Background: an optimization exercise with open tools, aiming at small area. Do not read the settings as production practice.
Only simulation tests tie the RTL to the original design; equivalence was not proved.
No driver is modelled on the clock port, so clocking that relies on it looks cheaper here than on a real chip.
Power is estimated from default activity; no workload was simulated.

[design/flow/design.v]
module top(
    input  logic        clk,
    input  logic        SW,          
    input  logic [63:0] pattern,     
    output logic        _48b         
);
    logic reset;
    assign reset = ~SW;
    logic [63:0] ra, ry;             
    logic [5:0]  d;                  
    logic        tpar;               
    logic        pol;
    logic        fresh;
    logic        inpass;             
    logic [9:1]  L;                  
    logic        E;                  
    logic [7:0]  R0;                 
    assign pol = ~tpar;
    logic ld;
    assign ld = reset & fresh;
    logic a0, a1, a7, a8, a9, a15;
    assign a0  = ra[0]  ^ pol;
    assign a1  = ra[1]  ^ pol;
    assign a7  = ra[7]  ^ pol;
    assign a8  = ra[8]  ^ pol;
    assign a9  = ra[9]  ^ pol;
    assign a15 = ra[15] ^ pol;
    logic h_alive;                   
    logic t1, t7, t8, t9, t15;       
    assign h_alive = a0  & (ry[0]  | fresh);
    assign t1      = a1  & (ry[1]  | fresh);
    assign t7      = a7  & (ry[7]  | fresh);
    assign t8      = a8  & (ry[8]  | fresh);
    assign t9      = a9  & (ry[9]  | fresh);
    assign t15     = a15 & (ry[15] | fresh);
    logic c0, c7, r0, r7;
    assign c0 = (d[2:0] == 3'd0);
    assign c7 = (d[2:0] == 3'd7);
    assign r0 = (d[5:3] == 3'd0);
    assign r7 = (d[5:3] == 3'd7);
    logic cl1, cl2, cr1, cr2, cm;
    assign cl1 = c0 ? t7 : L[9];
    assign cl2 = r7 ? R0[0] : (c0 ? t15 : t7);
    assign cr1 = c7 ? E : t1;
    assign cr2 = r7 ? R0[6] : (c7 ? t1 : t9);
    assign cm  = r7 ? R0[7] : t8;
    logic u0, u1, b0, b1, s0, s1, z0, z1, one;
    assign {u1, u0} = L[1] + cl1 + cl2;
    assign {b1, b0} = L[7] + cr1 + cr2;
    assign {s1, s0} = L[8] + cm;
    assign {z1, z0} = u0 + b0 + s0;
    assign one = ((z1 ^ u1) & ~(b1 | s1)) | ((b1 ^ s1) & ~(z1 | u1));
    logic h_dead1, h_dead2, new_alive, new_a, new_y;
    assign h_dead1   = ~a0 & ry[0] & ~fresh;
    assign h_dead2   = a0 & ~ry[0] & ~fresh;
    assign new_alive = one & (z0 | h_alive);
    assign new_a     = new_alive | h_dead1;
    assign new_y     = new_alive | h_alive;
    always_ff @(posedge clk) begin
        for (int k = 0; k < 63; k++)
            ra[k] <= ~((ld | ra[k+1]) & (SW | pattern[k]));
        ra[63] <= ~((ld | (inpass ? new_a ^ pol : ra[0])) & (SW | pattern[63]));
        ry <= {inpass ? new_y : ry[0], ry[63:1]};
        L  <= {L[8:1], h_alive};
        if (c0) E <= L[8];
        R0 <= {R0[6:0], r0 ? h_alive : R0[7]};
    end
    logic [2:0] m;
    logic       sh, sd;
    logic [4:0] w;
    logic       idle;                
    logic [2:0] blk;
    logic       N, CB;
    logic mend, we, wlast, slot_end, half_end, frame_end, idle_end, enter_gap;
    assign mend      = m[2] & ~m[1];
    assign we        = mend & ~sh & ~sd;
    assign idle      = ~(blk[2] & blk[1]);
    assign wlast     = we & (w == 5'd31);
    assign slot_end  = wlast & ~idle;
    assign half_end  = wlast & (d[4:0] == 5'd1);
    assign frame_end = slot_end & half_end & blk[0];
    assign idle_end  = wlast & blk[2] & ~blk[1];
    assign enter_gap = (slot_end & ~frame_end) | idle_end;
    logic restart;
    assign restart = idle_end | reset;
    always_ff @(posedge clk) begin
        m <= reset ? 3'b011 : enter_gap ? 3'b110 : {m[1], m[0], ~(m[2] | m[1])};
        if (reset) begin
            sh <= 1'b0; sd <= 1'b0;
        end else if (mend) begin
            sh <= ~sh & ~sd & ~enter_gap;
            sd <= sh;
        end
        w <= (reset | enter_gap) ? 5'd7 : w + {4'd0, we};
        blk <= restart ? 3'd6 : blk + {2'd0, (wlast & idle) | half_end};
        d <= reset ? 6'd0 : d + {5'd0, ~slot_end};
        tpar <= ~(reset | tpar);
    end
    always_ff @(posedge clk) begin
        if (reset) begin
            inpass <= 1'b0; fresh <= 1'b1;
        end else if (d == 6'd63) begin
            inpass <= (blk == 3'd0) & (w[4:2] == 3'b001);
            if (inpass) fresh <= 1'b0;
        end
    end
    logic n_in;
    always_comb begin
        if (idle) n_in = h_alive;
        else case (w[4:3])
            2'd1: n_in = h_dead2;        
            2'd2: n_in = h_dead1;        
            2'd3: n_in = t1;             
            default: n_in = h_alive;     
        endcase
    end
    always_ff @(posedge clk) begin
        if (d == 6'd0) N <= n_in;
        if (we && w[2:0] == 3'd7) CB <= N;
    end
    assign _48b = ~idle & (sh | (sd & CB));
endmodule
[design/flow/config.mk]
export PLATFORM = sky130hd
export DESIGN_NAME = top
export DESIGN_NICKNAME = top
export VERILOG_FILES = /design/flow/design.v
export SDC_FILE = /design/flow/constraint.sdc
export NUM_CORES = 4
export LEC_CHECK = 0
export CAP_MARGIN = 20
export CORE_MARGIN = 2
export CORE_UTILIZATION = 40
export SLEW_MARGIN = 20
[design/flow/standard.sh]
#!/bin/bash
# synth_recipe.tcl (not shown) runs the flow's synth.tcl, then flattens the netlist and writes it again
# the make line also repeats each setting of config.mk as NAME=value (left out here)
make -C /OpenROAD-flow-scripts/flow DESIGN_CONFIG=/design/flow/config.mk WORK_HOME=/design/flow/orfs CLKGATE_MAP_FILE= SYNTH_SCRIPT=/design/flow/synth_recipe.tcl "${@:-finish}"
[design/flow/flow/post_cts.tcl]
# After clock tree synthesis: trade the ample setup slack for smaller cells,
# then upsize the clock buffers whose flip-flop loads would see a slow edge.
estimate_parasitics -placement
repair_timing -recover_power 100 -setup_margin 1.0
set upsized 0
foreach inst [get_cells clkbuf*] {
  if { [get_property $inst ref_name] != "sky130_fd_sc_hd__clkbuf_4" } { continue }
  set net [get_nets -of_objects [get_pins [get_full_name $inst]/X]]
  set worst 0
  foreach p [get_pins -of_objects $net -filter "direction == input"] {
    foreach prop {slew_max_rise slew_max_fall} {
      set s [get_property $p $prop]
      if { $s > $worst } { set worst $s }
    }
  }
  if { $worst > 0.122 } {
    puts "post_cts: upsizing [get_full_name $inst] (worst load slew $worst ns)"
    replace_cell $inst sky130_fd_sc_hd__clkbuf_8
    incr upsized
  }
}
detailed_placement
check_placement -verbose
estimate_parasitics -placement
[design/flow/flow/run.sh]
#!/bin/bash
# Standard synthesis, then the standard layout with: port buffers made of the
# smallest buffer cell, no very large buffers for repairs, a clock tree of
# small buffers without dummy loads, and, after clock tree synthesis, spare
# setup slack traded for smaller cells and the clock buffers that drive slow
# edges upsized (flow/post_cts.tcl).
set -euo pipefail
here=$(pwd)
bash standard.sh synth > synth.log 2>&1
export DONT_USE_CELLS="sky130_fd_sc_hd__buf_8 sky130_fd_sc_hd__buf_12 sky130_fd_sc_hd__buf_16 sky130_fd_sc_hd__bufinv_8 sky130_fd_sc_hd__bufinv_16"
export BUFFER_PORTS_ARGS="-buffer_cell sky130_fd_sc_hd__buf_1"
export CTS_ARGS="-sink_clustering_enable -repair_clock_nets -dont_use_dummy_load -buf_list sky130_fd_sc_hd__clkbuf_4"
export POST_CTS_TCL="$here/flow/post_cts.tcl"
export PRE_GLOBAL_ROUTE_TCL="$here/flow/pre_grt.tcl"
bash standard.sh > standard.log 2>&1
[design/flow/constraint.sdc]
create_clock -name core_clock -period 10.0 [get_ports {clk}]
set_input_delay 2.0000 -clock core_clock [delete_from_list [all_inputs] [get_ports {clk}]]
set_output_delay 2.0000 -clock core_clock [all_outputs]
set_load 0.01 [all_outputs]
[design/flow/flow/pre_grt.tcl]
# Keep the repairs after global routing from using the largest buffers.
set_dont_use {sky130_fd_sc_hd__buf_8 sky130_fd_sc_hd__buf_12 sky130_fd_sc_hd__buf_16 sky130_fd_sc_hd__bufinv_8 sky130_fd_sc_hd__bufinv_16}
==> results.py, run 1 <==
metrics = {
    "sta": {
        "timing.slew.headroom": 0.516,
        "maxSlewViolCount": 0,
        "period_minus_slack_ps": 3740,
        "fmax_ghz": 0.268,
        "finalHoldViolations": 0,
        "fin_crit_sh": 0.374,
        "finClkSkew_ps": 32.7,
        "rsz0062_at_grt": "false",
        "tns_ps": 0,
        "worst_slew_pin_slew_ps": 722,
        "setup_viol": 0,
    },
    "clocking": {
        "cts_tree": "built",
        "clk_pin_slew_ps": 110,
        "clkSinkCount": 170,
        "clock_latency_ps": 410,
    },
    "logic_synthesis": {
        "yosys_warnings": 1,
        "yosys.area.top_type": "dfxtp_1",
        "synth_common_cells": "167 x dfxtp_1, 63 x o22ai_1, 15 x o21ai_0",
        "synth.area.top_cells": "dfxtp_1 69%, o22ai_1 8.1%, ha_1 2.3%",
        "ys.flop_type": "dfxtp_1",
        "ys_types": 43,
        "async_flop_share": 0,
        "synth_area_per_cell_um2": 12.4,
        "synth_edf_count": 3,
        "yosys.area.top_type_share": 0.689,
        "postSynthCellCount": 393,
        "post-synth-top-count-cell": "dfxtp_1",
        "synth.net_count": 471,
        "ys_seq_elements": 170,
        "synth_area_um2": 4850,
        "ys_seq_area_frac": 0.707,
    },
    "power": {
        "finalPower_mw": 1.12,
        "ir_drop_v": 0.000102,
        "p_clk_frac": 0.251,
        "leakage_nw": 2.09,
        "internal_power_mw": 0.865,
        "power_frac_seq": 0.658,
        "p_sw_mw": 0.259,
        "power_density_nw_per_um2": 207,
        "combinationalPowerShare": 0.091,
        "sw_frac_of_total": 0.231,
    },
    "worst_setup_path": {
        "start_kind": "flop",
        "crit_fanout": 13,
        "crit_family": "compound AO/OA/AOI/OAI gates",
        "slowest_delay_ps": 660,
        "path_buf_inv": 2,
        "cp-end-kind": "flop",
        "crit_arrival_ps": 4000,
        "worst-endpoint-required_ps": 10270,
        "slowest_stage": "dfxtp_1",
        "crit_chain": "xnor2_1 > o21ai_0 > o211ai_1 > o21ai_0 > fa_1 > inv_1 > fa_1 > inv_1 > ha_1 > a22oi_1 > a2111oi_0 > a311oi_1 > a31oi_1",
        "path_class": "reg2reg",
    },
    "placed_design": {
        "post-dp-hpwl_um": 5820,
        "dpl.cell_count": 589,
        "place_area_um2": 5240,
        "portBuffers": 66,
        "gp_congestion": 0.804,
    },
    "global_routing": {
        "grt_pass1_wl_um": 14300,
        "grt_pass1_vias": 2979,
        "grt_overflow": 0,
        "antenna_found_initial": 0,
        "grt_usage": 0.142,
        "grt_max_degree": 85,
    },
    "detailed_routing": {
        "ant_nets": 0,
        "drt-initial-drc-count": 85,
        "routed_wl_um": 8570,
        "viasPerCell": 4.95,
        "vias": 3007,
        "drt-pass1-iter-count": 4,
        "drc": 0,
        "routedWlPerCell_um": 14.1,
    },
    "die": {
        "rows": 40,
        "start_util": 0.408,
        "die-area_um2": 13000,
        "die_y_um": 114,
        "num_io_pins": 67,
        "fp.coreArea_um2": 11900,
        "dieWidth_um": 114,
    },
    "cells_and_area": {
        "final_nets": 541,
        "drive_gt1_frac": 0.0629,
        "final_cells": 608,
        "area_growth_pct": 11.8,
        "postLayoutCellArea_um2": 5430,
        "antenna_cells": 0,
    },
    "outcome": {
        "status": "timing/DRC/antenna clean",
    },
    "worst_hold_path": {
        "holdCritPathClass": "reg2reg",
    },
    "flow_run": {
        "maxCapViolations": 0,
    },
}
worst reg2reg max path: stages, from the launching register on:
cell and delay [ps]:
dfxtp_1 660, xnor2_1 190, o21ai_0 170, o211ai_1 210, o21ai_0 150, fa_1 530
inv_1 50, fa_1 350, inv_1 70, ha_1 220, a22oi_1 420, a2111oi_0 180
a311oi_1 290, a31oi_1 110
per-layer routing:
metal | vias to the layer above | global-route usage | routed length, um
met3 | 7 | 0.0535 | 474
met1 | 1398 | 0.184 | 4180
met4 | 0 | 0.0561 | 108
met5 | - | 0 | 0
li1 | 1528 | - | -
met2 | 74 | 0.215 | 3820
logic make-up (layout without fill, tap and decap cells):
family          after synthesis  count (layout)  share of synthesized area
compound gates              103             103                      0.136
xor+xnor                     12              12                     0.0217
fa+ha+maj                    12              12                     0.0356
buf+inv                      33             101                     0.0258
flops                       170             170                      0.707
mux                           4               4                    0.00851
simple gates                 59              59                     0.0655
stage by stage:
stage,hold slack [ps],worst slack [ps],util
2_1_floorplan,310,6690,-
3_3_place_gp,311,6270,0.440
3_5_place_dp,312,6180,0.440
5_1_grt,320,5970,0.456
6_report,316,6260,0.456
layout make-up:
type                       count  area (um^2)
timing repair buffer          70          312
clock buffer                  17          153
inverter                      14         52.6
sequential                   170         3430
multi-input combinational    190         1290
tap                          147          184
fill                        1124         6480
flip-flops by register name (all words and copies together) (netlist names), 3 cells and up:
name  cells
ra       64
blk       3
L         9
d         6
m         3
R0        8
ry       64
w         5
path summary, 6_finish.rpt:
check	from	slack [ps]	endpoint	depth (start not counted)
worst max-delay path	tpar	6260	ra[63]	13
worst min-delay path	ry[61]	320	ry[60]	0
worst max register to register	tpar	6260	ra[63]	13
worst min register to register	ry[61]	320	ry[60]	0
placed cells by master, fill, tap and decap left out, types with 4 or more instances in the layout:
cell type  instances
o21ai_0           16
clkbuf_4          14
o211ai_1           6
ha_1               9
buf_1             65
xnor2_1            9
inv_1             14
nor3_1             4
nand3_1           10
and2_1             5
nor2_1            12
dfxtp_1          167
o22ai_1           63
clkbuf_8           4
nand2_1            8
power groups by stage:
stage,combinational (mW),sequential [mW],clock (mW)
3_3_place_gp,0.0992,0.755,0
2_1_floorplan,0.0751,0.748,0
3_5_place_dp,0.102,0.755,0
6_report,0.103,0.740,0.282
5_1_grt,0.117,0.745,0.320
==> inputs of run 2 (changes only) <==
==> design/flow/flow/pre_grt.tcl (replaced) <==
# Keep the repairs after global routing from using the largest buffers.
set_dont_use {sky130_fd_sc_hd__buf_6 sky130_fd_sc_hd__buf_8 sky130_fd_sc_hd__buf_12 sky130_fd_sc_hd__buf_16 sky130_fd_sc_hd__bufinv_8 sky130_fd_sc_hd__bufinv_16 sky130_fd_sc_hd__clkbuf_8 sky130_fd_sc_hd__clkbuf_16}
==> run 2 against run 1 <==
Sequential power about the same. Power about the same. Fmax decreased by 1.6%. Clock power about the same. Non-clock buffer count unchanged. Flip-flop and latch count unchanged. Critical endpoint unchanged. Largest cell class unchanged. Largest power group unchanged.
==> results.py, run 2 <==
metrics = {
    "worst_setup_path": {
        "slowest_delay_ps": 610,
        "start_kind": "input pin",
        "cp-end-kind": "flop",
        "crit_arrival_ps": 4070,
        "path_class": "in2reg",
        "r2r_start": "tpar",
        "crit_family": "buffers and inverters",
        "path_buf_inv": 5,
        "crit_chain": "clkbuf_2 > clkbuf_4 > bufbuf_16 > nor2b_2 > clkbuf_2 > bufbuf_16 > o22a_1 > a31oi_1",
        "crit_fanout": 79,
        "slowest_stage": "nor2b_2",
        "worst-endpoint-required_ps": 10270,
        "startpoint": "SW",
    },
    "logic_synthesis": {
        "synthMuxAreaShare": 0.00851,
        "synth.net_count": 471,
        "synth_adder_area_share": 0.0356,
        "yosys_warnings": 1,
        "postSynthCellCount": 393,
        "synth_compound_area_frac": 0.136,
        "async_flop_share": 0,
        "synth-simple-area-share": 0.0655,
        "synth_common_cells": "167 x dfxtp_1, 63 x o22ai_1, 15 x o21ai_0",
        "synth_top_family_by_area": "compound AO/OA/AOI/OAI gates",
        "ys_types": 43,
        "yosys.area.top_type_share": 0.689,
        "synth_area_um2": 4850,
        "yosys.area_share.xor_xnor": 0.0216,
        "synth_area_per_cell_um2": 12.4,
        "synth.area.top_cells": "dfxtp_1 69%, o22ai_1 8.1%, ha_1 2.3%",
        "ys_seq_area_frac": 0.707,
        "synth_edf_count": 3,
        "post-synth-top-count-cell": "dfxtp_1",
        "yosys.area.top_type": "dfxtp_1",
        "ys.flop_type": "dfxtp_1",
        "ys_seq_elements": 170,
    },
    "power": {
        "power_frac_seq": 0.658,
        "leakage_nw": 2.11,
        "sw_frac_of_total": 0.230,
        "p_clk_frac": 0.250,
        "finalPower_mw": 1.12,
        "ir_drop_v": 0.000102,
        "internal_power_mw": 0.866,
        "combinationalPowerShare": 0.092,
        "power_density_nw_per_um2": 207,
        "p_sw_mw": 0.258,
    },
    "worst_hold_path": {
        "worstHoldStart": "ry[61]",
        "holdCritPathClass": "reg2reg",
    },
    "die": {
        "die-area_um2": 13000,
        "start_util": 0.408,
        "die_y_um": 114,
        "num_io_pins": 67,
        "dieWidth_um": 114,
        "fp.coreArea_um2": 11900,
        "rows": 40,
    },
    "detailed_routing": {
        "drt-pass1-iter-count": 8,
        "viasPerCell": 4.97,
        "drt-initial-drc-count": 82,
        "routedWlPerCell_um": 14.1,
        "vias": 3024,
        "ant_nets": 0,
        "routed_wl_um": 8550,
        "drc": 0,
    },
    "outcome": {
        "status": "timing/DRC/antenna clean",
    },
    "global_routing": {
        "grt_overflow": 0,
        "antenna_found_initial": 0,
        "grt_pass1_wl_um": 14300,
        "grt_usage": 0.142,
        "grt_max_degree": 85,
        "grt_pass1_vias": 2979,
    },
    "clocking": {
        "clkSinkCount": 170,
        "clock_latency_ps": 420,
        "clk_pin_slew_ps": 110,
        "cts_tree": "built",
    },
    "cells_and_area": {
        "drive_gt1_frac": 0.0629,
        "final_nets": 541,
        "area_growth_pct": 12.1,
        "antenna_cells": 0,
        "largest_registers": "ra (64), ry (64), L (9)",
        "layout_commonest_cell": "dfxtp_1",
        "layout.cells.most_common_list": "167 x dfxtp_1, 65 x buf_1, 63 x o22ai_1",
    },
    "placed_design": {
        "portBuffers": 66,
        "gp_congestion": 0.804,
        "post-dp-hpwl_um": 5820,
    },
    "sta": {
        "period_minus_slack_ps": 3800,
        "fmax_ghz": 0.263,
        "setup_viol": 0,
        "tns_ps": 0,
        "rsz0062_at_grt": "false",
        "maxSlewViolCount": 0,
        "worst_slew_pin_slew_ps": 717,
        "fin_crit_sh": 0.380,
        "timing.slew.headroom": 0.520,
        "finClkSkew_ps": 33.1,
        "finalHoldViolations": 0,
    },
    "flow_run": {
        "maxCapViolations": 0,
    },
}
## run 2: cell counts after synthesis
No cell type changed its count.
## run 2: layer usage
metal / up-vias / GRT usage / routed length [um]
met2: 83 / 0.215 / 3840
li1: 1531 / - / -
met1: 1403 / 0.184 / 4100
met3: 7 / 0.0535 / 497
met5: - / 0 / 0
met4: 0 / 0.0561 / 108
## run 2: worst paths after layout
kind | endpoint | slack [ps] | cells after the start
worst min-delay path | ry[60] | 320 | 0
worst max register to register | ra[63] | 6270 | 13
worst min register to register | ry[60] | 320 | 0
worst max-delay path | ra[63] | 6200 | 8
## run 2: layout make-up
| cell class | count | area, um^2 |
|---|---|---|
| clock buffer | 17 | 153 |
| timing repair buffer | 70 | 327 |
| inverter | 14 | 52.6 |
| multi-input combinational | 190 | 1290 |
| sequential | 170 | 3430 |
| fill | 1119 | 6470 |
| tap | 147 | 184 |
## run 2: worst reg2reg max path, delay by kind of cell (launching register included)
kind	cells	cell delay, ps
buffers and inverters	2	120
flip-flops	1	660
adder cells (fa/ha/maj)	3	1100
XOR/XNOR	1	190
AO/OA/AOI/OAI	7	1530
## run 2: cell families after synthesis
| family | count (synthesis) |
|---|---|
| AO/OA/AOI/OAI | 103 |
| XOR/XNOR | 12 |
| adder cells (fa/ha/maj) | 12 |
| buffers and inverters | 33 |
| flip-flops | 170 |
| multiplexers | 4 |
| AND/OR/NAND/NOR | 59 |
## run 2: power by group through the flow
stage / Combinational [mW] / Sequential, mW / Clock (mW)
6_report: 0.104 / 0.740 / 0.281
5_1_grt: 0.118 / 0.745 / 0.320
3_5_place_dp: 0.102 / 0.755 / 0
3_3_place_gp: 0.0992 / 0.755 / 0
2_1_floorplan: 0.0751 / 0.748 / 0
## run 2: through the flow
stage / hold slack [ps] / std cells / utilization / setup WS [ps] / cell area, um^2
after floorplan: 310 / 393 / - / 6690 / 4850
after global placement: 311 / 589 / 0.440 / 6270 / 5240
after detailed placement: 312 / 589 / 0.440 / 6180 / 5240
after global routing: 320 / 608 / 0.457 / 5970 / 5440
final: 316 / 608 / 0.457 / 6200 / 5440
==> inputs of run 3 (changes only) <==
--- a/design/flow/design.v
+++ b/design/flow/design.v
@@ -77,7 +77,7 @@
     assign idle      = ~(blk[2] & blk[1]);
     assign wlast     = we & (w == 5'd31);
     assign slot_end  = wlast & ~idle;
-    assign half_end  = wlast & (d[4:0] == 5'd1);
+    assign half_end  = wlast & (d[4:0] == 5'd0);
     assign frame_end = slot_end & half_end & blk[0];
     assign idle_end  = wlast & blk[2] & ~blk[1];
     assign enter_gap = (slot_end & ~frame_end) | idle_end;
@@ -93,7 +93,7 @@
         end
         w <= (reset | enter_gap) ? 5'd7 : w + {4'd0, we};
         blk <= restart ? 3'd6 : blk + {2'd0, (wlast & idle) | half_end};
-        d <= reset ? 6'd0 : d + {5'd0, ~slot_end};
+        d <= reset ? 6'd63 : d + {5'd0, ~enter_gap};
         tpar <= ~(reset | tpar);
     end
     always_ff @(posedge clk) begin
@@ -106,8 +106,7 @@
     end
     logic n_in;
     always_comb begin
-        if (idle) n_in = h_alive;
-        else case (w[4:3])
+        case (w[4:3])
             2'd1: n_in = h_dead2;        
             2'd2: n_in = h_dead1;        
             2'd3: n_in = t1;             
@@ -115,7 +114,7 @@
         endcase
     end
     always_ff @(posedge clk) begin
-        if (d == 6'd0) N <= n_in;
+        if (d == 6'd63) N <= n_in;
         if (we && w[2:0] == 3'd7) CB <= N;
     end
     assign _48b = ~idle & (sh | (sd & CB));
==> design/flow/flow/run.sh (replaced) <==
#!/bin/bash
# Standard layout, with the port buffers made of the smallest buffer cell,
# a clock tree of small buffers without dummy loads, and the clock buffers
# that drive slow edges upsized after clock tree synthesis.
set -euo pipefail
here=$(pwd)
export BUFFER_PORTS_ARGS="-buffer_cell sky130_fd_sc_hd__buf_1"
export CTS_ARGS="-sink_clustering_enable -repair_clock_nets -dont_use_dummy_load -buf_list sky130_fd_sc_hd__clkbuf_4"
export POST_CTS_TCL="$here/flow/post_cts.tcl"
export POST_GLOBAL_ROUTE_TCL="$here/flow/post_grt.tcl"
bash standard.sh > standard.log 2>&1
==> design/flow/flow/post_grt.tcl (new file) <==
# After global routing and its repairs: try smaller sizes for the large
# signal buffers the repairs inserted, keeping a size only if no slew or
# capacitance limit is then violated.
proc my_violations {} {
  return [expr {[sta::max_slew_violation_count] + [sta::max_capacitance_violation_count]}]
}
estimate_parasitics -global_routing
set base [my_violations]
foreach inst [get_cells *] {
  set ref [get_property $inst ref_name]
  if { ![regexp {^sky130_fd_sc_hd__(buf|bufbuf)_(6|8|12|16)$} $ref] } { continue }
  set name [get_full_name $inst]
  if { [string match clk* $name] } { continue }
  foreach smaller {sky130_fd_sc_hd__buf_2 sky130_fd_sc_hd__buf_4} {
    replace_cell $inst $smaller
    estimate_parasitics -global_routing
    if { [my_violations] <= $base } {
      puts "post_grt: $name $ref -> $smaller"
      break
    }
    replace_cell $inst $ref
    estimate_parasitics -global_routing
  }
}
--- a/design/flow/config.mk
+++ b/design/flow/config.mk
@@ -7,5 +7,5 @@
 export LEC_CHECK = 0
 export CAP_MARGIN = 20
 export CORE_MARGIN = 2
-export CORE_UTILIZATION = 40
+export CORE_UTILIZATION = 60
 export SLEW_MARGIN = 20
removed: design/flow/flow/pre_grt.tcl
==> run 3 against run 2 <==
Sequential power up 1%. Combinational power rose by 38%. Flip-flop and latch count stayed put. Fmax is 9.6% lower. Register-to-register slack better by 170 ps. Final area is 2.6% lower.
==> results.py, run 3 <==
metrics = {
    "detailed_routing": {
        "drt-pass1-iter-count": 4,
        "vias": 2954,
        "ant_nets": 0,
        "routedWlPerCell_um": 14.3,
        "viasPerCell": 5.28,
        "drc": 0,
        "routed_wl_um": 8020,
        "drt-initial-drc-count": 121,
    },
    "cells_and_area": {
        "layout_commonest_cell": "dfxtp_1",
        "multi_input_area_um2": 1280,
        "final_nets": 537,
        "layout.cells.most_common_list": "167 x dfxtp_1, 65 x o22ai_1, 65 x buf_1",
        "largest_registers": "ra (64), ry (64), L (9)",
        "area_growth_pct": 8.98,
        "nFillCells": 626,
        "drive_gt1_frac": 0.0591,
        "antenna_cells": 0,
        "seq_area_um2": 3430,
    },
    "power": {
        "finalPower_mw": 1.17,
        "ir_drop_v": 0.000123,
        "power_density_nw_per_um2": 221,
        "leakage_nw": 2.04,
    },
    "logic_synthesis": {
        "post-synth-top-count-cell": "dfxtp_1",
        "synth.area.top_cells": "dfxtp_1 69%, o22ai_1 8.4%, ha_1 2.3%",
        "synth_common_cells": "167 x dfxtp_1, 65 x o22ai_1, 20 x nor2_1",
        "synth_area_um2": 4860,
        "ys.flop_type": "dfxtp_1",
        "yosys.area.top_type": "dfxtp_1",
        "postSynthCellCount": 389,
        "synth.net_count": 467,
        "ys_types": 50,
        "async_flop_share": 0,
        "synth_edf_count": 3,
        "ys_seq_elements": 170,
        "synth_area_per_cell_um2": 12.5,
        "yosys.area.top_type_share": 0.687,
        "yosys_warnings": 1,
        "ys_seq_area_frac": 0.706,
    },
    "global_routing": {
        "grt_overflow": 0,
        "grt.met1_usage": 0.262,
        "grt_pass1_wl_um": 13400,
        "grt_max_degree": 83,
        "grtUsageMet3": 0.0843,
        "grt_usage": 0.201,
        "grtUsageMet2": 0.299,
        "grt_pass1_vias": 2888,
        "grt-busiest-layer": "met2",
        "antenna_found_initial": 0,
    },
    "placed_design": {
        "portBuffers": 66,
        "post-dp-hpwl_um": 5290,
        "gp_congestion": 0.794,
    },
    "die": {
        "start_util": 0.623,
        "num_io_pins": 67,
        "dieWidth_um": 94.0,
        "rows": 32,
        "die_y_um": 94.0,
        "fp.coreArea_um2": 7810,
        "die-area_um2": 8840,
    },
    "worst_setup_path": {
        "worst-endpoint-required_ps": 10240,
        "start_kind": "input pin",
        "crit_top_cell": "clkbuf_2",
        "crit_arrival_ps": 4440,
        "cp-end-kind": "flop",
        "slowest_stage": "nor2b_2",
        "slowest_delay_ps": 750,
        "crit_chain": "clkbuf_2 > clkbuf_4 > nor2b_2 > clkbuf_2 > buf_2 > o22ai_1",
        "crit_fanout": 82,
        "path_class": "in2reg",
    },
    "sta": {
        "maxSlewViolCount": 0,
        "fin_crit_sh": 0.420,
        "fmax_ghz": 0.238,
        "finClkSkew_ps": 35.5,
        "timing.slew.headroom": 0.442,
        "period_minus_slack_ps": 4200,
        "worst_slew_pin_slew_ps": 831,
        "finalHoldViolations": 0,
        "tns_ps": 0,
        "setup_viol": 0,
    },
    "clocking": {
        "cts_tree": "built",
        "clk_pin_slew_ps": 110,
        "clock_latency_ps": 420,
        "clkSinkCount": 170,
    },
    "outcome": {
        "status": "timing/DRC/antenna clean",
    },
    "flow_run": {
        "maxCapViolations": 0,
    },
    "worst_hold_path": {
        "holdCritPathClass": "reg2reg",
    },
}
[run 3: final timing paths]
kind | startpoint | endpoint | slack [ps] | depth (start not counted)
setup / recovery | SW | ra[26] | 5800 | 6
hold / removal | ry[63] | ry[62] | 310 | 0
setup reg to reg | d[0] | ra[63] | 6440 | 10
hold reg to reg | ry[63] | ry[62] | 310 | 0
[run 3: report_power, final]
group / leakage, nW / switching (mW) / internal [mW]
Clock: 0.0886 / 0.183 / 0.0964
Combinational: 0.546 / 0.0788 / 0.0656
Sequential: 1.41 / 0.0229 / 0.725
Total: 2.04 / 0.285 / 0.887
[run 3: logic make-up after synthesis]
family / synth area share
flops: 0.706
compound gates: 0.128
xor+xnor: 0.0234
simple gates: 0.0767
fa+ha+maj: 0.0355
buf+inv: 0.0242
mux: 0.00643
[run 3: through the flow]
stage | instances | util | setup slack [ps] | area, um^2 | hold slack (ps)
2_1_floorplan | 389 | - | 6790 | 4860 | 310
3_3_place_gp | 541 | 0.664 | 6240 | 5180 | 310
3_5_place_dp | 541 | 0.664 | 6180 | 5180 | 312
6_report | 559 | 0.679 | 5800 | 5300 | 309
[run 3: per-layer routing]
layer  wire (um)  share of wire
met5           0              0
met4          93          0.012
met3         514          0.064
met2        3570           0.45
met1        3840           0.48
[run 3: area by class of cell]
class | count | share of cell area
repair buffers | 69 | 0.0503
well taps | 102 | 0.0241
clock buffers | 17 | 0.0288
multi-input cells | 191 | 0.242
flip-flops and latches | 170 | 0.648
inverters | 10 | 0.00708
[run 3: worst max-delay path, delay by kind of cell]
family | cells | cell delay (ps)
AO/OA/AOI/OAI | 1 | 160
AND/OR/NAND/NOR | 1 | 750
buffers and inverters | 4 | 1500
==> inputs of run 4 (changes only) <==
--- a/design/flow/config.mk
+++ b/design/flow/config.mk
@@ -7,5 +7,5 @@
 export LEC_CHECK = 0
 export CAP_MARGIN = 20
 export CORE_MARGIN = 2
-export CORE_UTILIZATION = 60
+export CORE_UTILIZATION = 75
 export SLEW_MARGIN = 20
==> run 4 against run 3 <==
Fmax increased by 0.63%. Final area decreased by 0.66%. Setup slack improved by 26 ps. Synthesized cell count unchanged. Power increased by 0.90%. Sequential power about the same. Synthesized area unchanged. Via count increased by 2.6%. Global-route usage increased by 6.7 points. Die area decreased by 19%. Critical path depth unchanged. Final cell count decreased by 4.5%. Critical path type unchanged. Largest cell class unchanged.
==> results.py, run 4 <==
metrics = {
    "outcome": {
        "status": "timing/DRC/antenna clean",
    },
    "placed_design": {
        "dpl.cell_count": 516,
        "portBuffers": 66,
        "place_area_um2": 5150,
        "post-dp-hpwl_um": 5950,
        "gp_congestion": 0.853,
    },
    "logic_synthesis": {
        "ys_seq_area_frac": 0.706,
        "synth_common_cells": "167 x dfxtp_1, 65 x o22ai_1, 20 x nor2_1",
        "synth_top_family_by_area": "compound AO/OA/AOI/OAI gates",
        "ys_seq_elements": 170,
        "synthMuxAreaShare": 0.00643,
        "synth_area_um2": 4860,
        "synth_area_per_cell_um2": 12.5,
        "yosys.area_share.xor_xnor": 0.0234,
        "yosys.area.top_type_share": 0.687,
        "ys_types": 50,
        "ys.flop_type": "dfxtp_1",
        "postSynthCellCount": 389,
        "synth_adder_area_share": 0.0355,
        "synth-simple-area-share": 0.0767,
        "synth_compound_area_frac": 0.128,
        "synth_edf_count": 3,
        "post-synth-top-count-cell": "dfxtp_1",
        "synth.area.top_cells": "dfxtp_1 69%, o22ai_1 8.4%, ha_1 2.3%",
        "async_flop_share": 0,
        "synth.net_count": 467,
        "yosys_warnings": 1,
        "yosys.area.top_type": "dfxtp_1",
    },
    "worst_hold_path": {
        "holdCritPathClass": "reg2reg",
    },
    "sta": {
        "tns_ps": 0,
        "finClkSkew_ps": 29.6,
        "maxSlewViolCount": 0,
        "setup_viol": 0,
        "fin_crit_sh": 0.418,
        "timing.slew.headroom": 0.461,
        "fmax_ghz": 0.239,
        "worst_slew_pin_slew_ps": 808,
        "period_minus_slack_ps": 4180,
        "finalHoldViolations": 0,
    },
    "detailed_routing": {
        "drc": 0,
        "viasPerCell": 5.68,
        "routed_wl_um": 8810,
        "ant_nets": 0,
        "vias": 3032,
        "routedWlPerCell_um": 16.5,
        "drt-initial-drc-count": 156,
        "drt-pass1-iter-count": 4,
    },
    "worst_setup_path": {
        "worst-endpoint-required_ps": 10240,
        "crit_fanout": 82,
        "start_kind": "input pin",
        "path_class": "in2reg",
        "crit_arrival_ps": 4410,
        "cp-end-kind": "flop",
    },
    "global_routing": {
        "grt_pass1_wl_um": 14700,
        "grt_max_degree": 83,
        "grt_usage": 0.268,
        "grt_pass1_vias": 3127,
        "grt_overflow": 0,
        "antenna_found_initial": 0,
    },
    "flow_run": {
        "maxCapViolations": 0,
    },
    "clocking": {
        "clkSinkCount": 170,
        "cts_tree": "built",
        "clock_latency_ps": 410,
        "clk_pin_slew_ps": 100,
    },
    "die": {
        "dieWidth_um": 84.5,
        "fp.coreArea_um2": 6310,
        "start_util": 0.770,
        "num_io_pins": 67,
        "die-area_um2": 7140,
        "rows": 29,
        "die_y_um": 84.5,
    },
    "cells_and_area": {
        "layout.cells.most_common_list": "167 x dfxtp_1, 65 x o22ai_1, 65 x buf_1",
        "drive_gt1_frac": 0.0613,
        "antenna_cells": 0,
        "final_cells": 534,
        "postLayoutCellArea_um2": 5270,
        "area_growth_pct": 8.26,
        "layout_commonest_cell": "dfxtp_1",
        "final_nets": 537,
        "largest_registers": "ra (64), ry (64), L (9)",
        "final_core_util": 0.834,
    },
    "power": {
        "power_density_nw_per_um2": 225,
        "ir_drop_v": 0.000245,
        "leakage_nw": 2.04,
    },
}
run 4: power by group:
group | switching, mW | internal, mW
logic | 0.0898 | 0.0677
registers | 0.0235 | 0.725
clock network | 0.184 | 0.0924
run 4: area by class of cell:
class                      count  area (um^2)
inverter                      10         37.5
fill                         378         1050
clock buffer                  17          146
timing repair buffer          69          267
sequential                   170         3430
tap                           77         96.3
multi-input combinational    191         1280
run 4: worst paths after layout:
kind	from	to	slack, ps	cells after the start
worst max-delay path	SW	ra[46]	5820	6
worst min register to register	ry[52]	ry[51]	310	0
worst min-delay path	ry[52]	ry[51]	310	0
worst max register to register	d[0]	ra[63]	6350	10
run 4: worst max-delay path: stages:
cell and delay, ps:
clkbuf_2 80, clkbuf_4 460, nor2b_2 760, clkbuf_2 270
buf_2 570, o22ai_1 210
run 4: cell families after synthesis:
| kind of cell | Yosys count |
|---|---|
| flip-flops | 170 |
| AO/OA/AOI/OAI | 97 |
| AND/OR/NAND/NOR | 66 |
| buffers and inverters | 28 |
| XOR/XNOR | 13 |
| adder cells (fa/ha/maj) | 12 |
| multiplexers | 3 |
run 4: routing by layer:
layer | routed length, um | global-route usage | up-vias
met1 | 3720 | 0.326 | 1432
met4 | 105 | 0.0996 | 0
met3 | 479 | 0.0914 | 12
met5 | 0 | 0 | -
met2 | 4500 | 0.445 | 71
li1 | - | - | 1517
run 4: metrics by stage:
step           total power, mW  worst slack, ps  hold slack [ps]
2_1_floorplan            0.870             6790              310
3_3_place_gp             0.902             6290              310
3_5_place_dp             0.917             6210              312
6_report                  1.18             5820              310
==> inputs of run 5 (changes only) <==
--- a/design/flow/config.mk
+++ b/design/flow/config.mk
@@ -7,5 +7,5 @@
 export LEC_CHECK = 0
 export CAP_MARGIN = 20
 export CORE_MARGIN = 2
-export CORE_UTILIZATION = 75
+export CORE_UTILIZATION = 40
 export SLEW_MARGIN = 20
==> run 5 against run 4 <==
Critical path depth grew 1. Still clean. Via count shrank 3.0%. First-iteration DRC count down 39%. Clock power fell by 1%. Largest cell class unchanged. Setup slack improved by 95 ps. Worst hold slack gained 3.1 ps. Critical endpoint is now ra[7]. Global-route usage fell by 12 points. Register-to-register slack hardly changed.
==> results.py, run 5 <==
metrics = {
    "worst_setup_path": {
        "slowest_stage": "clkbuf_2",
        "r2r_start": "d[1]",
        "r2r-end": "ra[63]",
        "crit_fanout": 43,
        "reg2reg_slack_ps": 6340,
        "worst-endpoint-required_ps": 10260,
        "crit_arrival_ps": 4340,
        "cp-end-kind": "flop",
        "path_class": "in2reg",
        "slowest_delay_ps": 700,
        "reg2reg_depth": 10,
        "crit_chain": "clkbuf_2 > clkbuf_4 > buf_2 > nor2b_2 > buf_2 > clkbuf_2 > o22ai_1",
        "start_kind": "input pin",
    },
    "logic_synthesis": {
        "synth_area_um2": 4860,
        "yosys_warnings": 1,
        "synth_top_family_by_area": "compound AO/OA/AOI/OAI gates",
        "synth_adder_area_share": 0.0355,
        "synth-simple-area-share": 0.0767,
        "yosys.area_share.xor_xnor": 0.0234,
        "synth.net_count": 467,
        "yosys.area.top_type_share": 0.687,
        "synth.area.top_cells": "dfxtp_1 69%, o22ai_1 8.4%, ha_1 2.3%",
        "synthMuxAreaShare": 0.00643,
        "synth_edf_count": 3,
        "postSynthCellCount": 389,
        "ys_types": 50,
        "ys_seq_elements": 170,
        "synth_common_cells": "167 x dfxtp_1, 65 x o22ai_1, 20 x nor2_1",
        "ys.flop_type": "dfxtp_1",
        "synth_area_per_cell_um2": 12.5,
        "ys_seq_area_frac": 0.706,
        "yosys.area.top_type": "dfxtp_1",
        "post-synth-top-count-cell": "dfxtp_1",
        "async_flop_share": 0,
        "synth_compound_area_frac": 0.128,
    },
    "global_routing": {
        "grt_max_degree": 83,
        "grt_pass1_wl_um": 14400,
        "grt_overflow": 0,
        "antenna_found_initial": 0,
        "grt_pass1_vias": 3047,
        "grt_usage": 0.147,
    },
    "placed_design": {
        "gp_congestion": 0.790,
        "portBuffers": 66,
        "post-dp-hpwl_um": 5670,
        "dpl.cell_count": 586,
        "place_area_um2": 5240,
    },
    "sta": {
        "fmax_ghz": 0.245,
        "maxSlewViolCount": 0,
        "timing.slew.headroom": 0.417,
        "period_minus_slack_ps": 4080,
        "hold_ws_ps": 313,
        "finalHoldViolations": 0,
        "setup_viol": 0,
        "finClkSkew_ps": 29.0,
        "tns_ps": 0,
        "worst_slew_pin_slew_ps": 868,
        "fin_crit_sh": 0.408,
    },
    "detailed_routing": {
        "drc": 0,
        "vias": 2941,
        "routedWlPerCell_um": 14.0,
        "routed_wl_um": 8480,
        "viasPerCell": 4.86,
        "drt-initial-drc-count": 95,
        "ant_nets": 0,
        "drt-pass1-iter-count": 4,
    },
    "clocking": {
        "cts_tree": "built",
        "clkSinkCount": 170,
        "clock_latency_ps": 420,
        "clk_pin_slew_ps": 110,
    },
    "die": {
        "fp.coreArea_um2": 12000,
        "die_y_um": 114,
        "die-area_um2": 13100,
        "dieWidth_um": 114,
        "num_io_pins": 67,
        "start_util": 0.407,
        "rows": 40,
    },
    "cells_and_area": {
        "largest_registers": "ra (64), ry (64), L (9)",
        "layout_commonest_cell": "dfxtp_1",
        "final_nets": 538,
        "final_cells": 605,
        "area_growth_pct": 9.98,
        "postLayoutCellArea_um2": 5350,
        "nFillCells": 1118,
        "layout.cells.most_common_list": "167 x dfxtp_1, 65 x o22ai_1, 65 x buf_1",
        "antenna_cells": 0,
        "drive_gt1_frac": 0.0611,
    },
    "power": {
        "finalPower_mw": 1.17,
        "ir_drop_v": 0.000118,
        "leakage_nw": 2.04,
        "power_density_nw_per_um2": 218,
    },
    "worst_hold_path": {
        "whs_endpoint": "ry[34]",
        "holdPathStages": 0,
        "worstHoldStart": "ry[35]",
        "holdCritPathClass": "reg2reg",
    },
    "outcome": {
        "status": "timing/DRC/antenna clean",
    },
    "flow_run": {
        "maxCapViolations": 0,
    },
}
run 5: cell counts after synthesis:
No cell type changed its count.
run 5: cells by family after synthesis:
kind of cell	after synthesis
fa+ha+maj	12
mux	3
buf+inv	28
simple gates	66
flops	170
xor+xnor	13
compound gates	97
run 5: worst max path at each step:
stage	startpoint	endpoint	slack [ps]	cells after the start
after floorplan	tpar	ra[63]	6790	11
after global placement	SW	ra[15]	6320	5
after detailed placement	SW	ra[34]	6250	5
final	SW	ra[7]	5920	7
run 5: worst max-delay path: cells and delay by family:
kind / cells / cell delay, ps
buffers and inverters: 5 / 1860
AO/OA/AOI/OAI: 1 / 200
AND/OR/NAND/NOR: 1 / 250
run 5: report_power, final:
part	leakage, nW	total [mW]	internal [mW]	switching (mW)
clock network	0.0834	0.272	0.0879	0.184
registers	1.41	0.747	0.725	0.0221
logic	0.550	0.149	0.0665	0.0828
total	2.04	1.17	0.879	0.289
run 5: per-layer routing:
metal / GRT usage / vias to the layer above / share of wire
met3: 0.0656 / 13 / 0.054
met2: 0.214 / 69 / 0.43
met1: 0.185 / 1345 / 0.50
met4: 0.0724 / 0 / 0.024
li1: - / 1514 / -
met5: 0 / - / 0
run 5: stage by stage:
stage / worst slack, ps / utilization
floorplan: 6790 / -
global placement: 6320 / 0.438
detailed placement: 6250 / 0.438
finish: 5920 / 0.447
run 5: final cells by class:
| cell class | instances | area, um^2 | area share |
|---|---|---|---|
| multi-input cells | 191 | 1280 | 0.240 |
| inverters | 10 | 37.5 | 0.00702 |
| clock buffers | 17 | 140 | 0.0262 |
| repair buffers | 70 | 272 | 0.0508 |
| flip-flops and latches | 170 | 3430 | 0.642 |
| well taps | 147 | 184 | 0.0344 |
==> inputs of run 6 (changes only) <==
==> design/flow/flow/run.sh (replaced) <==
#!/bin/bash
# The standard layout (standard.sh) with these changes:
# - synthesis maps the logic with an area-oriented ABC script
#   (flow/abc_area.script in place of ORFS's abc_speed.script);
# - port buffers are the smallest buffer cell;
# - the clock tree uses small buffers and no dummy loads;
# - after clock tree synthesis, spare setup slack is traded for smaller
#   cells and clock buffers that drive slow edges are upsized
#   (flow/post_cts.tcl);
# - after global routing, large repair buffers are downsized where no slew
#   or capacitance limit is then violated (flow/post_grt.tcl).
set -euo pipefail
here=$(pwd)
rm -rf "$here/scripts_area"
cp -r "$FLOW_HOME/scripts" "$here/scripts_area"
cp "$here/flow/abc_area.script" "$here/scripts_area/abc_speed.script"
SCRIPTS_DIR="$here/scripts_area" bash standard.sh synth > synth.log 2>&1
export BUFFER_PORTS_ARGS="-buffer_cell sky130_fd_sc_hd__buf_1"
export CTS_ARGS="-sink_clustering_enable -repair_clock_nets -dont_use_dummy_load -buf_list sky130_fd_sc_hd__clkbuf_4"
export POST_CTS_TCL="$here/flow/post_cts.tcl"
export POST_GLOBAL_ROUTE_TCL="$here/flow/post_grt.tcl"
bash standard.sh > standard.log 2>&1
==> design/flow/flow/abc_area.script (new file) <==
&get -n
&st
&dch
&nf -R 1000
&put
==> run 6 against run 5 <==
Worst hold slack better by 3.3 ps. Final cell count is 2.5% lower. Still clean on timing, DRC and antenna. Combinational power about the same. Global-route usage shrank 1.2 points. Clock skew up 13 ps. Sequential power is 8.0% higher. Fmax rose by 0.28%. Core utilization rose by 1.5 points. Synthesized cell count fell by 7.5%. Clock power is 4% higher. Highest routed layer unchanged. Sequential share of layout area is 1.1 points higher.
==> results.py, run 6 <==
metrics = {
    "outcome": {
        "status": "timing/DRC/antenna clean",
    },
    "sta": {
        "period_minus_slack_ps": 4070,
        "timing.slew.headroom": 0.498,
        "fmax_ghz": 0.246,
        "tns_ps": 0,
        "worst_slew_pin_slew_ps": 754,
        "finClkSkew_ps": 42.3,
        "maxSlewViolCount": 0,
        "finalHoldViolations": 0,
        "fin_crit_sh": 0.407,
        "setup_viol": 0,
        "setup_slack_ps": 5930,
        "hold_ws_ps": 317,
    },
    "cells_and_area": {
        "drive_gt1_frac": 0.0515,
        "layout.cells.most_common_list": "167 x dfxtp_1, 65 x buf_1, 64 x o22ai_1",
        "layout_commonest_cell": "dfxtp_1",
        "final_cells": 590,
        "area_growth_pct": 13.2,
        "multi_input_area_um2": 1170,
        "final_nets": 527,
        "antenna_cells": 0,
        "postLayoutCellArea_um2": 5260,
        "largest_registers": "ra (64), ry (64), L (9)",
        "final_core_util": 0.462,
        "nFillCells": 1053,
        "seq_area_um2": 3430,
    },
    "global_routing": {
        "grt_pass1_wl_um": 13200,
        "antenna_found_initial": 0,
        "grt_pass1_vias": 2872,
        "grt_max_degree": 83,
        "grt_overflow": 0,
        "grt_usage": 0.135,
    },
    "logic_synthesis": {
        "synth.area.top_cells": "dfxtp_1 72%, o22ai_1 8.6%, ha_1 2.4%",
        "synth_common_cells": "167 x dfxtp_1, 64 x o22ai_1, 14 x nand2_1, 14 x o21ai_0, 12 x nor2_1",
        "synth.net_count": 438,
        "postSynthCellCount": 360,
        "ys_types": 30,
        "ys_seq_elements": 170,
        "yosys.area.top_type_share": 0.720,
        "synth_edf_count": 3,
        "yosys.area.top_type": "dfxtp_1",
        "async_flop_share": 0,
        "ys.flop_type": "dfxtp_1",
        "post-synth-top-count-cell": "dfxtp_1",
        "synth_area_um2": 4640,
        "yosys_warnings": 1,
        "synth_area_per_cell_um2": 12.9,
        "ys_seq_area_frac": 0.740,
    },
    "die": {
        "die_y_um": 112,
        "rows": 39,
        "num_io_pins": 67,
        "die-area_um2": 12500,
        "fp.coreArea_um2": 11400,
        "dieWidth_um": 112,
        "start_util": 0.408,
    },
    "detailed_routing": {
        "drt-pass1-iter-count": 4,
        "routedWlPerCell_um": 13.0,
        "vias": 2817,
        "routed_wl_um": 7690,
        "drc": 0,
        "ant_nets": 0,
        "drt-initial-drc-count": 88,
        "viasPerCell": 4.77,
    },
    "placed_design": {
        "place_area_um2": 5090,
        "post-dp-hpwl_um": 5130,
        "dpl.cell_count": 571,
        "gp_congestion": 0.780,
        "dp_slack_ps": 6200,
        "portBuffers": 66,
    },
    "worst_setup_path": {
        "startpoint": "SW",
        "start_kind": "input pin",
        "worst-endpoint-required_ps": 10250,
        "path_class": "in2reg",
        "reg2reg_slack_ps": 6220,
        "cp-end-kind": "flop",
        "crit_arrival_ps": 4320,
        "crit_fanout": 81,
        "r2r_start": "d[1]",
    },
    "clocking": {
        "clkSinkCount": 170,
        "clk_pin_slew_ps": 100,
        "cts_tree": "built",
        "clock_latency_ps": 420,
    },
    "power": {
        "ir_drop_v": 0.000151,
        "leakage_nw": 1.98,
        "power_density_nw_per_um2": 236,
        "finalPower_mw": 1.24,
    },
    "flow_run": {
        "maxCapViolations": 0,
    },
    "worst_hold_path": {
        "worstHoldStart": "ry[51]",
        "holdCritPathClass": "reg2reg",
    },
}
run 6: worst max-delay path, cell delays in order:
cell      delay [ps]
clkbuf_2          80
clkbuf_4         120
buf_4            320
nor2b_2          670
clkbuf_2         340
buf_2            540
o22ai_1          190
run 6: power by group:
group	leakage (nW)	internal (mW)	total (mW)	switching, mW
clock	0.0912	0.101	0.284	0.183
combinational	0.478	0.0695	0.146	0.0770
sequential	1.41	0.774	0.807	0.0339
total	1.98	0.944	1.24	0.294
run 6: worst paths after layout:
check / end / cells after the start
hold reg to reg: ry[50] / 0
setup reg to reg: ra[63] / 14
setup / recovery: ra[45] / 7
hold / removal: ry[50] / 0
run 6: layout make-up:
type	instances	area share
flip-flops and latches	170	0.653
well taps	143	0.0340
clock buffers	17	0.0302
repair buffers	70	0.0521
multi-input cells	179	0.222
inverters	11	0.00786
run 6: kinds of logic (layout without fill, tap and decap cells):
family	Yosys count	after routing	share of synthesized area
AND/OR/NAND/NOR	55	55	0.0577
multiplexers	1	1	0.00243
AO/OA/AOI/OAI	97	97	0.128
buffers and inverters	11	98	0.00890
flip-flops	170	170	0.740
adder cells (fa/ha/maj)	12	12	0.0372
XOR/XNOR	14	14	0.0264
run 6: routing by layer:
metal / up-vias / track usage / share of wire
met4: 0 / 0.0453 / 0.010
met1: 1290 / 0.175 / 0.49
met2: 57 / 0.204 / 0.45
met5: - / 0 / 0
li1: 1462 / - / -
met3: 8 / 0.0588 / 0.050
==> inputs of run 7 (changes only) <==
--- a/design/flow/flow/post_cts.tcl
+++ b/design/flow/flow/post_cts.tcl
@@ -13,7 +13,7 @@
       if { $s > $worst } { set worst $s }
     }
   }
-  if { $worst > 0.122 } {
+  if { $worst > 0.127 } {
     puts "post_cts: upsizing [get_full_name $inst] (worst load slew $worst ns)"
     replace_cell $inst sky130_fd_sc_hd__clkbuf_8
     incr upsized
==> run 7 against run 6 <==
Largest cell class unchanged. Setup slack better by 1.8 ps. Clock power is 2% lower. Synthesized area unchanged. Critical endpoint unchanged. Combinational power about the same. Final area decreased by 0.12%. Sequential share of layout area is 0.078 points higher.
==> results.py, run 7 <==
metrics = {
    "logic_synthesis": {
        "post-synth-top-count-cell": "dfxtp_1",
        "yosys.area_share.xor_xnor": 0.0264,
        "yosys.area.top_type_share": 0.720,
        "yosys.area.top_type": "dfxtp_1",
        "ys.flop_type": "dfxtp_1",
        "synth_edf_count": 3,
        "yosys_warnings": 1,
        "synth_common_cells": "167 x dfxtp_1, 64 x o22ai_1, 14 x nand2_1, 14 x o21ai_0, 12 x nor2_1",
        "synthMuxAreaShare": 0.00243,
        "synth_adder_area_share": 0.0372,
        "synth_area_um2": 4640,
        "synth_compound_area_frac": 0.128,
        "synth_top_family_by_area": "compound AO/OA/AOI/OAI gates",
        "synth.net_count": 438,
        "synth_area_per_cell_um2": 12.9,
        "ys_types": 30,
        "ys_seq_elements": 170,
        "postSynthCellCount": 360,
        "synth-simple-area-share": 0.0577,
        "async_flop_share": 0,
        "ys_seq_area_frac": 0.740,
        "synth.area.top_cells": "dfxtp_1 72%, o22ai_1 8.6%, ha_1 2.4%",
    },
    "power": {
        "leakage_nw": 1.98,
        "ir_drop_v": 0.000151,
        "p_sw_mw": 0.293,
        "p_clk_frac": 0.226,
        "internal_power_mw": 0.940,
        "combinationalPowerShare": 0.119,
        "power_frac_seq": 0.655,
        "sw_frac_of_total": 0.238,
        "power_density_nw_per_um2": 235,
    },
    "detailed_routing": {
        "top_layer": "met4",
        "routedWlPerCell_um": 13.0,
        "drt-pass1-iter-count": 4,
        "wl_met2_um": 3440,
        "routed_wl_um": 7680,
        "vias": 2813,
        "ant_nets": 0,
        "drt-met1-wl_um": 3810,
        "drc": 0,
        "dr_wl_met3_um": 340,
        "viasPerCell": 4.77,
        "drt-initial-drc-count": 92,
    },
    "placed_design": {
        "portBuffers": 66,
        "place_area_um2": 5090,
        "dp_slack_ps": 6200,
        "post-dp-hpwl_um": 5130,
        "gp_congestion": 0.780,
    },
    "worst_hold_path": {
        "holdCritPathClass": "reg2reg",
        "worstHoldStart": "ry[28]",
    },
    "cells_and_area": {
        "drive_gt1_frac": 0.0515,
        "postLayoutCellArea_um2": 5250,
        "nFillCells": 1054,
        "final_nets": 527,
        "largest_registers": "ra (64), ry (64), L (9)",
        "multi_input_area_um2": 1170,
        "layout.cells.most_common_list": "167 x dfxtp_1, 65 x buf_1, 64 x o22ai_1",
        "seq_area_um2": 3430,
        "antenna_cells": 0,
        "layout_commonest_cell": "dfxtp_1",
        "area_growth_pct": 13.1,
    },
    "outcome": {
        "status": "timing/DRC/antenna clean",
    },
    "worst_setup_path": {
        "slowest_delay_ps": 670,
        "crit_fanout": 81,
        "crit_arrival_ps": 4310,
        "r2r_start": "d[1]",
        "start_kind": "input pin",
        "crit_top_cell": "clkbuf_2",
        "cp-end-kind": "flop",
        "startpoint": "SW",
        "path_class": "in2reg",
        "worst-endpoint-required_ps": 10250,
        "crit_chain": "clkbuf_2 > clkbuf_4 > buf_4 > nor2b_2 > clkbuf_2 > buf_2 > o22ai_1",
        "slowest_stage": "nor2b_2",
    },
    "global_routing": {
        "grt_max_degree": 83,
        "antenna_found_initial": 0,
        "grt_usage": 0.134,
        "grt_pass1_vias": 2865,
        "grt_overflow": 0,
        "grt_pass1_wl_um": 13200,
    },
    "sta": {
        "timing.slew.headroom": 0.497,
        "fin_crit_sh": 0.407,
        "tns_ps": 0,
        "period_minus_slack_ps": 4070,
        "finalHoldViolations": 0,
        "setup_viol": 0,
        "maxSlewViolCount": 0,
        "fmax_ghz": 0.246,
        "finClkSkew_ps": 33.1,
        "setup_slack_ps": 5930,
        "worst_slew_pin_slew_ps": 755,
    },
    "die": {
        "die-area_um2": 12500,
        "num_io_pins": 67,
        "die_y_um": 112,
        "fp.coreArea_um2": 11400,
        "dieWidth_um": 112,
        "rows": 39,
        "start_util": 0.408,
    },
    "flow_run": {
        "maxCapViolations": 0,
    },
    "clocking": {
        "cts_tree": "built",
        "clock_latency_ps": 420,
        "clkSinkCount": 170,
        "clk_pin_slew_ps": 110,
    },
}
run 7: cell counts after synthesis:
Identical to the previous run, type by type.
run 7: critical path, delay by kind of cell:
kind	cells	cell delay (ps)
compound gates	1	190
simple gates	1	670
buf+inv	5	1400
run 7: worst paths after layout:
kind,end,depth (start not counted),slack (ps)
min reg2reg,ry[27],0,310
max,ra[45],7,5930
max reg2reg,ra[63],14,6220
min,ry[27],0,310
run 7: layer usage:
| metal | vias to the layer above | GRT usage |
|---|---|---|
| met5 | - | 0 |
| met4 | 0 | 0.0453 |
| met3 | 8 | 0.0523 |
| met2 | 50 | 0.204 |
| met1 | 1294 | 0.175 |
| li1 | 1461 | - |
run 7: cells by family after synthesis:
| logic type | after synthesis |
|---|---|
| adder cells (fa/ha/maj) | 12 |
| XOR/XNOR | 14 |
| AND/OR/NAND/NOR | 55 |
| AO/OA/AOI/OAI | 97 |
| buffers and inverters | 11 |
| flip-flops | 170 |
| multiplexers | 1 |
run 7: cell type report:
cell class              count  area share
multi-input cells         179       0.223
clock buffers              17      0.0291
repair buffers             70      0.0522
inverters                  11     0.00787
flip-flops and latches    170       0.654
well taps                 143      0.0341
run 7: power groups by stage:
| stage | Clock, mW | Sequential, mW | Combinational [mW] |
|---|---|---|---|
| 3_5_place_dp | 0 | 0.823 | 0.148 |
| 3_3_place_gp | 0 | 0.822 | 0.142 |
| 2_1_floorplan | 0 | 0.811 | 0.108 |
| 6_report | 0.278 | 0.807 | 0.147 |
run 7: through the flow:
step	utilization	power [mW]	hold slack, ps	cells
2_1_floorplan	-	0.920	310	360
3_3_place_gp	0.448	0.964	311	571
3_5_place_dp	0.448	0.972	312	571
6_report	0.462	1.23	307	590
==> inputs of run 8 (changes only) <==
--- a/design/flow/flow/run.sh
+++ b/design/flow/flow/run.sh
@@ -1,7 +1,8 @@
 #!/bin/bash
 # The standard layout (standard.sh) with these changes:
 # - synthesis maps the logic with an area-oriented ABC script
-#   (flow/abc_area.script in place of ORFS's abc_speed.script);
+#   (flow/abc_area.script in place of ORFS's abc_speed.script), with no
+#   separate adder mapping (ADDER_MAP_FILE empty);
 # - port buffers are the smallest buffer cell;
 # - the clock tree uses small buffers and no dummy loads;
 # - after clock tree synthesis, spare setup slack is traded for smaller
@@ -14,7 +15,7 @@
 rm -rf "$here/scripts_area"
 cp -r "$FLOW_HOME/scripts" "$here/scripts_area"
 cp "$here/flow/abc_area.script" "$here/scripts_area/abc_speed.script"
-SCRIPTS_DIR="$here/scripts_area" bash standard.sh synth > synth.log 2>&1
+ADDER_MAP_FILE= SCRIPTS_DIR="$here/scripts_area" bash standard.sh synth > synth.log 2>&1
 export BUFFER_PORTS_ARGS="-buffer_cell sky130_fd_sc_hd__buf_1"
 export CTS_ARGS="-sink_clustering_enable -repair_clock_nets -dont_use_dummy_load -buf_list sky130_fd_sc_hd__clkbuf_4"
 export POST_CTS_TCL="$here/flow/post_cts.tcl"
==> run 8 against run 7 <==
Clock skew decreased by 2.4 ps. Clock power decreased by 2%. Via count increased by 3.8%. Core utilization decreased by 0.22 points. Synthesized area decreased by 0.78%. First-iteration DRC count increased by 14%. Register-to-register slack improved by 250 ps. Final cell count increased by 0.68%. Still clean. Critical path depth increased by 7. Synthesized cell count increased by 1.7%. Combinational power increased by 16%. Non-clock buffer count decreased by 2.
==> results.py, run 8 <==
metrics = {
    "die": {
        "die-area_um2": 12400,
        "fp.coreArea_um2": 11300,
        "rows": 39,
        "dieWidth_um": 111,
        "start_util": 0.407,
        "num_io_pins": 67,
        "die_y_um": 111,
    },
    "logic_synthesis": {
        "synth-simple-area-share": 0.0609,
        "synth.area.top_cells": "dfxtp_1 73%, o22ai_1 9.0%, xnor2_1 3.4%",
        "synth.net_count": 432,
        "synth_area_per_cell_um2": 12.6,
        "post-synth-top-count-cell": "dfxtp_1",
        "synth_common_cells": "167 x dfxtp_1, 66 x o22ai_1, 18 x xnor2_1",
        "postSynthCellCount": 366,
        "synth_adder_area_share": 0.00217,
        "ys_seq_elements": 170,
        "synth_edf_count": 3,
        "synthMuxAreaShare": 0.00245,
        "yosys_warnings": 1,
        "synth_compound_area_frac": 0.140,
        "yosys.area.top_type": "dfxtp_1",
        "ys_types": 28,
        "ys.flop_type": "dfxtp_1",
        "ys_seq_area_frac": 0.746,
        "synth_top_family_by_area": "compound AO/OA/AOI/OAI gates",
        "async_flop_share": 0,
        "yosys.area_share.xor_xnor": 0.0438,
        "yosys.area.top_type_share": 0.726,
        "synth_area_um2": 4600,
    },
    "worst_setup_path": {
        "crit_top_cell": "xnor2_1",
        "path_class": "reg2reg",
        "crit_family": "compound AO/OA/AOI/OAI gates",
        "path_buf_inv": 0,
        "slowest_delay_ps": 610,
        "crit_arrival_ps": 3840,
        "worst-endpoint-required_ps": 10310,
        "crit_chain": "xnor2_1 > o21ai_0 > o211ai_1 > o21ai_0 > xnor2_1 > xnor2_1 > maj3_1 > xnor2_1 > nor3_1 > o22ai_1 > o21ai_0 > xnor2_1 > mux2_1 > o22ai_1",
        "cp-end-kind": "flop",
        "start_kind": "flop",
        "crit_fanout": 8,
        "slowest_stage": "dfxtp_1",
    },
    "sta": {
        "fmax_ghz": 0.283,
        "finalHoldViolations": 0,
        "maxSlewViolCount": 0,
        "worst_slew_pin_slew_ps": 802,
        "setup_viol": 0,
        "timing.slew.headroom": 0.465,
        "setup_slack_ps": 6470,
        "hold_ws_ps": 303,
        "finClkSkew_ps": 30.7,
        "tns_ps": 0,
        "period_minus_slack_ps": 3530,
        "fin_crit_sh": 0.353,
    },
    "placed_design": {
        "dpl.cell_count": 577,
        "post-dp-hpwl_um": 5130,
        "portBuffers": 66,
        "place_area_um2": 5050,
        "dp_slack_ps": 6270,
        "gp_congestion": 0.759,
    },
    "global_routing": {
        "grt_pass1_vias": 2880,
        "grt_usage": 0.133,
        "antenna_found_initial": 0,
        "grt_pass1_wl_um": 13100,
        "grt_overflow": 0,
        "grt_max_degree": 78,
    },
    "power": {
        "ir_drop_v": 0.000128,
        "leakage_nw": 1.92,
        "power_density_nw_per_um2": 239,
        "finalPower_mw": 1.24,
    },
    "outcome": {
        "status": "timing/DRC/antenna clean",
    },
    "clocking": {
        "clkSinkCount": 170,
        "cts_tree": "built",
        "clock_latency_ps": 420,
        "clk_pin_slew_ps": 100,
    },
    "detailed_routing": {
        "ant_nets": 0,
        "vias": 2919,
        "drc": 0,
        "drt-initial-drc-count": 105,
        "routed_wl_um": 7850,
        "viasPerCell": 4.91,
        "routedWlPerCell_um": 13.2,
        "drt-pass1-iter-count": 4,
    },
    "cells_and_area": {
        "final_nets": 519,
        "largest_registers": "ra (64), ry (64), L (9)",
        "layout_commonest_cell": "dfxtp_1",
        "layout.cells.most_common_list": "167 x dfxtp_1, 66 x o22ai_1, 65 x buf_1",
        "final_core_util": 0.459,
        "nFillCells": 1103,
        "final_cells": 594,
        "area_growth_pct": 13.0,
        "postLayoutCellArea_um2": 5200,
        "antenna_cells": 0,
        "drive_gt1_frac": 0.0466,
    },
    "flow_run": {
        "maxCapViolations": 0,
    },
    "worst_hold_path": {
        "holdCritPathClass": "reg2reg",
    },
}
[run 8: changes by cell type in the layout (fill, tap and decap cells not counted), moves of 3 or more]
cell | previous run | this run
or2_0 | 4 | 0
nand3_1 | 7 | 4
xnor2_1 | 10 | 18
nor2_1 | 12 | 17
a21oi_1 | 8 | 11
ha_1 | 9 | 0
fa_1 | 3 | 0
nor3_1 | 4 | 7
clkinv_1 | 11 | 6
[run 8: final timing paths]
check	cells past startpoint	endpoint	startpoint	slack (ps)
worst min-delay path	0	ry[22]	ry[23]	300
worst min register to register	0	ry[22]	ry[23]	300
worst max register to register	14	ra[63]	tpar	6470
worst max-delay path	14	ra[63]	tpar	6470
[run 8: final cells by class]
class                   count  area, um^2  area share
multi-input cells         190        1160       0.222
inverters                   6        22.5     0.00433
well taps                 143         179      0.0344
clock buffers              17         146      0.0281
flip-flops and latches    170        3430       0.660
repair buffers             68         264      0.0508
[run 8: cells by family after synthesis]
family	after synthesis
adder cells (fa/ha/maj)	1
XOR/XNOR	23
AO/OA/AOI/OAI	106
AND/OR/NAND/NOR	59
buffers and inverters	6
multiplexers	1
flip-flops	170
[run 8: worst register-to-register path: cells and delay by family (launching register included)]
family / cells / cell delay (ps)
compound gates: 6 / 1210
xor+xnor: 5 / 870
fa+ha+maj: 1 / 400
flops: 1 / 610
mux: 1 / 300
simple gates: 1 / 60
[run 8: layer usage]
metal	track usage	wire length, um	up-vias	share of wire
li1	-	-	1488	-
met1	0.174	3860	1360	0.49
met2	0.198	3450	66	0.44
met3	0.0563	492	5	0.063
met4	0.0494	49	0	0.0062
met5	0	0	-	0
[run 8: report_power, final]
group          leakage [nW]  internal (mW)  switching (mW)
clock                0.0860         0.0922           0.180
combinational         0.426         0.0806          0.0891
sequential             1.41          0.767          0.0316

-- afterwards: timing with drivers on the ports --
The results above use ideal ports. As a check the final layouts listed here were re-extracted and re-timed, cells and wires unchanged.
Step 1 sets driving cells, clkbuf_16 on the clock port and buf_2 on the other inputs (assumed; they add their load-dependent delay and slew).
Step 2 adds t to the input delays and takes it off the output delays; t is the mean of the earliest and latest rising clock arrival at the registers after step 1. Input paths then give back, and output paths get back, about the clock's delay inside the block.
a / b / c = ideal ports / drivers / drivers and shift; a / b = the first two.
run | t, ns | setup WS [ns] | worst setup path after step 2 | latest minus earliest clock arrival (ns) | slew at the worst register clock pin (ns)
run 1 | 0.431 | 6.263 / 6.263 / 5.934 | input to register | 0.034 / 0.035 | 0.11 / 0.11
run 2 | 0.433 | 6.200 / 6.214 / 5.781 | input to register | 0.034 / 0.034 | 0.11 / 0.11
run 3 | 0.430 | 5.798 / 5.808 / 5.378 | input to register | 0.036 / 0.036 | 0.11 / 0.11
run 4 | 0.423 | 5.824 / 5.836 / 5.412 | input to register | 0.031 / 0.031 | 0.11 / 0.11
run 5 | 0.439 | 5.919 / 5.933 / 5.494 | input to register | 0.030 / 0.029 | 0.11 / 0.11
run 6 | 0.429 | 5.931 / 5.940 / 5.511 | input to register | 0.042 / 0.042 | 0.12 / 0.12
run 7 | 0.430 | 5.932 / 5.942 / 5.511 | input to register | 0.033 / 0.033 | 0.12 / 0.12
run 8 | 0.426 | 6.466 / 6.466 / 6.190 | input to register | 0.039 / 0.038 | 0.12 / 0.12
After both steps setup and hold are still met in every run listed. For run 5, which loses most, drivers alone change the setup slack by +0.014 ns; drivers and shift together by -0.425 ns.
